From an optimization exercise on the open Yosys and OpenROAD flow, aimed at few clock cycles per item; shortcuts taken in it are not production practice.
In this exercise RTL edits were held to simulation tests only and were not proved equivalent to the original.
Power figures rest on the tool's default switching activity, not on a simulated workload.

==> build 55 <==
Design sdram_controller, start of the top module:
module sdram_controller(
	input 	wire 		clk,
	input	wire		arst_n,
	output reg			init_done,
	input	wire [24:0]		dbus_address,
	input	wire [6:0]		dbus_burstcount,
	input	wire 			dbus_read,
	output	wire 			dbus_readdatavalid,
	output	wire [15:0]		dbus_readdata,
	input	wire			dbus_write,
	input	wire [15:0]		dbus_writedata,
	input	wire [1:0]		dbus_byteenable,
	output	wire			dbus_waitrequest,
	output	reg				sdram_CKE,
	output	wire			sdram_nCS,
	output	wire			sdram_nRAS,
	output	wire			sdram_nCAS,
	output	wire			sdram_nWE,
	output	reg  [1:0]		sdram_BA,
	output	reg  [12:0]		sdram_ADDR,
	output	wire [1:0]		sdram_DM,
	input	wire [15:0]		sdram_DQ_in,
	output	wire [15:0]		sdram_DQ_out,
	output	wire			sdram_DQ_oe
);
make LEC_CHECK=0 CAP_MARGIN=20 CORE_MARGIN=2 CORE_UTILIZATION=40 SLEW_MARGIN=20 finish   # period 5.0 ns
run.sh (not shown) runs the stock make flow with config.mk's settings and CLKGATE_MAP_FILE= SYNTH_SCRIPT=/design/flow/synth_recipe.tcl, a recipe that flattens the netlist after the stock synthesis.
==> build 70: changes against build 55 <==
--- a/flow/design.v
+++ b/flow/design.v
@@ -50,16 +50,19 @@
 assign sdram_nRAS = command[2];
 assign sdram_nCAS = command[1];
 assign sdram_nWE  = command[0];
 reg [2:0]  init_step;
 reg [12:0] init_cnt;
 reg [8:0]  init_refs;
 reg [1:0]  phase;
 reg        prev_vis;		 
+reg        sh_rd, sh_wr;
+reg [23:0] sh_addr;
+reg [6:0]  sh_len;
 reg        r_rd;
 reg [1:0]  r_bank;
 reg [12:0] r_row;
 reg [8:0]  r_col;
 reg [6:0]  r_len;
 reg [6:0]  r_cnt;			 
 reg [1:0]  mru;				 
 reg [3:0]  bank_open;
@@ -101,38 +104,44 @@
 end endgenerate
 wire pre_glob_ok = (rdend_age >= 3'd5) && !rb_run;
 wire pre_all_ok  = pre_glob_ok && (&(~bank_open | pre_ok));
 wire act_glob_ok = (lastact_age >= 3'd2) && (ref_age >= 3'd6);
 wire can_rw  = hit && rw_ok[cur_bank] && !rb_run && (rd_pipe == 3'd0) &&
                (cur_rd || (phase != PH_IDLE) || !cur_len1);
 wire can_pre = open_y && !hit && pre_ok[cur_bank] && pre_glob_ok;
 wire can_act = !open_y && act_ok[cur_bank] && act_glob_ok;
+wire [1:0]  sh_bank = sh_addr[10:9];
+wire        sh_same_old = !r_rd && (r_len == 7'd1) && ({r_row, r_bank, r_col} == sh_addr);
+wire        sh_hit = bank_open[sh_bank] && (bank_row[sh_bank] == sh_addr[23:11]);
+wire early = init_done && (phase == PH_IDLE) && !ref_force && sh_wr && !sh_rd &&
+             (sh_len == 7'd1) && !sh_same_old && sh_hit && rw_ok[sh_bank] &&
+             !rb_run && (rd_pipe == 3'd0) && g_ok;
 wire do_bst = rb_run && (rb_left == 6'd0);
-wire do_req = !do_bst && cur_valid && g_ok && (can_rw || can_pre || can_act);
-wire ref_slot = !do_bst && !do_req && ref_force && (phase == PH_IDLE) && g_ok && init_done;
+wire do_req = !early && !do_bst && cur_valid && g_ok && (can_rw || can_pre || can_act);
+wire ref_slot = !early && !do_bst && !do_req && ref_force && (phase == PH_IDLE) && g_ok && init_done;
 wire any_open = |bank_open;
 wire ref_all_closed_ok;
 assign ref_all_closed_ok = !any_open &&
 	(pre_age[0] >= 3'd2) && (pre_age[1] >= 3'd2) && (pre_age[2] >= 3'd2) && (pre_age[3] >= 3'd2) &&
 	(act_age[0] >= 3'd4) && (act_age[1] >= 3'd4) && (act_age[2] >= 3'd4) && (act_age[3] >= 3'd4);
 wire do_ref_pre = ref_slot && any_open && pre_all_ok;
 wire do_ref     = ref_slot && ref_all_closed_ok;
 wire [1:0] keep = cur_valid ? cur_bank : mru;
 wire [3:0] stale = bank_open & ~(4'b0001 << keep) & pre_ok;
-wire bg_ok = !do_bst && !do_req && !ref_force && init_done && g_ok && pre_glob_ok &&
+wire bg_ok = !early && !do_bst && !do_req && !ref_force && init_done && g_ok && pre_glob_ok &&
              (phase != PH_WDATA) && (stale != 4'd0);
 wire [1:0] bg_bank = stale[0] ? 2'd0 : stale[1] ? 2'd1 : stale[2] ? 2'd2 : 2'd3;
 wire req_rw  = do_req && can_rw;
 wire req_pre = do_req && !can_rw && can_pre;
 wire req_act = do_req && !can_rw && !can_pre;
 wire req_rd  = req_rw && cur_rd;
 wire req_wr  = req_rw && !cur_rd;
 wire req_pre_all = req_pre && pre_all_ok;
-wire take = req_wr || (phase == PH_WDATA);
+wire take = early || req_wr || (phase == PH_WDATA);
 assign dbus_waitrequest = !take;
 assign sdram_DQ_oe = take;
 assign sdram_DQ_out = dbus_writedata;
 assign sdram_DM = take ? ~dbus_byteenable : (wb_run ? 2'b11 : 2'b00);
 assign dbus_readdata = sdram_DQ_in;
 assign dbus_readdatavalid = rd_pipe[2] && (phase == PH_RDATA);
 wire init_cmd_ok = g_ok;
 wire i_pre = !init_done && (init_step == IS_PRE);
@@ -141,17 +150,21 @@
 wire issue_ref = i_ref || do_ref;
 wire issue_pre_all = i_pre || do_ref_pre || req_pre_all;
 wire issue_pre_one = (req_pre && !req_pre_all) || bg_ok;
 wire [1:0] pre_bank = bg_ok ? bg_bank : cur_bank;
 always @* begin
 	command = CMD_NOP;
 	sdram_BA = 2'd0;
 	sdram_ADDR = 13'd0;
-	if (i_lmr) begin
+	if (early) begin
+		command = CMD_WR;
+		sdram_BA = sh_bank;
+		sdram_ADDR = {4'd0, sh_addr[8:0]};
+	end else if (i_lmr) begin
 		command = CMD_LMR;
 		sdram_ADDR = 13'b0000000110111;
 	end else if (issue_ref) begin
 		command = CMD_REF;
 	end else if (issue_pre_all) begin
 		command = CMD_PRE;
 		sdram_ADDR[10] = 1'b1;
 	end else if (do_bst) begin
@@ -181,16 +194,20 @@
 	if (!arst_n) begin
 		init_done <= 1'b0;
 		sdram_CKE <= 1'b0;
 		init_step <= IS_WAIT;
 		init_cnt <= INIT_WAIT_CKS;
 		init_refs <= 9'd0;
 		phase <= PH_IDLE;
 		prev_vis <= 1'b0;
+		sh_rd <= 1'b0;
+		sh_wr <= 1'b0;
+		sh_addr <= 24'd0;
+		sh_len <= 7'd0;
 		r_rd <= 1'b0;
 		r_bank <= 2'd0;
 		r_row <= 13'd0;
 		r_col <= 9'd0;
 		r_len <= 7'd0;
 		r_cnt <= 7'd0;
 		mru <= 2'd0;
 		bank_open <= 4'd0;
@@ -208,16 +225,20 @@
 		rb_run <= 1'b0;
 		rb_left <= 6'd0;
 		rd_pipe <= 3'd0;
 		ref_credit <= 18'd0;
 		ref_force <= 1'b0;
 	end else begin
 		sdram_CKE <= 1'b1;
 		prev_vis <= in_req;
+		sh_rd <= dbus_read;
+		sh_wr <= dbus_write;
+		sh_addr <= dbus_address[24:1];
+		sh_len <= dbus_burstcount;
 		lastact_age <= sat_inc(lastact_age);
 		ref_age <= sat_inc(ref_age);
 		lmr_age <= sat_inc(lmr_age);
 		rdend_age <= sat_inc(rdend_age);
 		for (b = 0; b < 4; b = b + 1) begin
 			act_age[b] <= sat_inc(act_age[b]);
 			pre_age[b] <= pre_mask[b] ? 3'd1 : sat_inc(pre_age[b]);
 			wr_age[b] <= sat_inc(wr_age[b]);
@@ -254,17 +275,17 @@
 		if (init_step == IS_XREF)
 			ref_force <= credit_next < REF_FORCE_BELOW;
 		rd_pipe <= {rd_pipe[1:0], (req_rd || (rb_run && rb_left != 6'd0))};
 		if (rb_run && rb_left != 6'd0) rb_left <= rb_left - 6'd1;
 		if (do_bst) begin
 			rb_run <= 1'b0;
 			rdend_age <= 3'd1;
 		end
-		if (phase == PH_IDLE && init_done && in_req && !ref_force) begin
+		if (phase == PH_IDLE && init_done && in_req && !ref_force && !early) begin
 			r_rd <= dbus_read;
 			r_bank <= dbus_address[11:10];
 			r_row <= dbus_address[24:12];
 			r_col <= dbus_address[9:1];
 			r_len <= dbus_burstcount;
 			r_cnt <= 7'd0;
 			phase <= PH_PREP;
 		end
@@ -282,17 +303,26 @@
 			phase <= PH_RDATA;
 		end
 		if (req_wr) begin
 			wb_run <= 1'b1;
 			mru <= cur_bank;
 			r_cnt <= 7'd1;
 			phase <= (phase == PH_PREP && r_len == 7'd1) ? PH_IDLE : PH_WDATA;
 		end
-		if (take) wr_age[cur_bank] <= 3'd1;
+		if (take) wr_age[early ? sh_bank : cur_bank] <= 3'd1;
+		if (early) begin
+			wb_run <= 1'b1;
+			mru <= sh_bank;
+			r_rd <= 1'b0;
+			r_bank <= sh_bank;
+			r_row <= sh_addr[23:11];
+			r_col <= sh_addr[8:0];
+			r_len <= 7'd1;
+		end
 		if (phase == PH_WDATA) begin
 			r_cnt <= r_cnt + 7'd1;
 			if (w_last) phase <= PH_IDLE;
 		end
 		if (issue_pre_all || issue_pre_one || do_bst) wb_run <= 1'b0;
 		if (phase == PH_RDATA && rd_pipe[2]) begin
 			r_cnt <= r_cnt + 7'd1;
 			if (w_last) phase <= PH_IDLE;
==> summary of the runs <==
Against build 55, the utilization of build 70 is higher by 4.1 points.
Die area: build 55 is smaller than build 70 (15%).
Of build 70 and build 55, build 55 has the higher clock skew (gap 0.014 ns).
Of build 55 and build 70, build 55 has the higher sequential share of layout area (gap 3.4 points).
In build 55 the cell count is lower than in build 70, by about 23%.
In build 70 the count of clock-buffer cells in the layout is higher than in build 55, by 1.
Of build 70 and build 55, build 70 has the higher clock power (gap about 37%, measured against build 55).
Of build 70 and build 55, build 55 has the higher maximum frequency (gap about 7%, measured against build 55).
In build 55 the design area is lower than in build 70, by about 23%.
Against build 70, the first-iteration DRC count of build 55 is smaller by 40%.
Synthesized cell count: build 70 is higher than build 55 (22%).
Build 70 finished with setup timing left. Build 55 finished clean.
Testbench counts of build 55, summed over its fixed seeds: cycles 151,226, words 130,938.
Testbench counts of build 70, summed over its fixed seeds: cycles 151,115, words 130,938.

[what the ideal ports hide]
The flow's constraints put no driver on any port. The routed layouts listed below were extracted and timed again, unchanged, in two steps.
Step 1 (the two cells are an assumption about what drives the block):
set clk [get_ports {clk}]
set_driving_cell -lib_cell sky130_fd_sc_hd__clkbuf_16 $clk
set_driving_cell -lib_cell sky130_fd_sc_hd__buf_2 [delete_from_list [all_inputs] $clk]
Step 2 moves the port delays by t, midway between the first and last clock arrival at a register: inputs arrive t later, outputs are due t later. That takes back most of the time a late clock gives input paths.
a / b / c = no drivers / after step 1 / after step 2; a / b = the first two.
| run | shift t [ns] | setup slack, ns | hold WS [ns] | worst data-port slew with drivers (ns) | cell pins on the clock port's net |
|---|---|---|---|---|---|
| build 55 | 0.565 | 0.084 / 0.054 / -0.071 | 0.369 / 0.369 / 0.369 | 0.07 | 1 |
| build 70 | 0.623 | -0.295 / -0.295 / -0.887 | 0.351 / 0.345 / 0.382 | 0.08 | 1 |
With both steps, setup timing fails in build 55, where it was met with ideal ports. For build 70, which loses most, drivers alone change the setup slack by 0.000 ns; drivers and shift together by -0.592 ns.
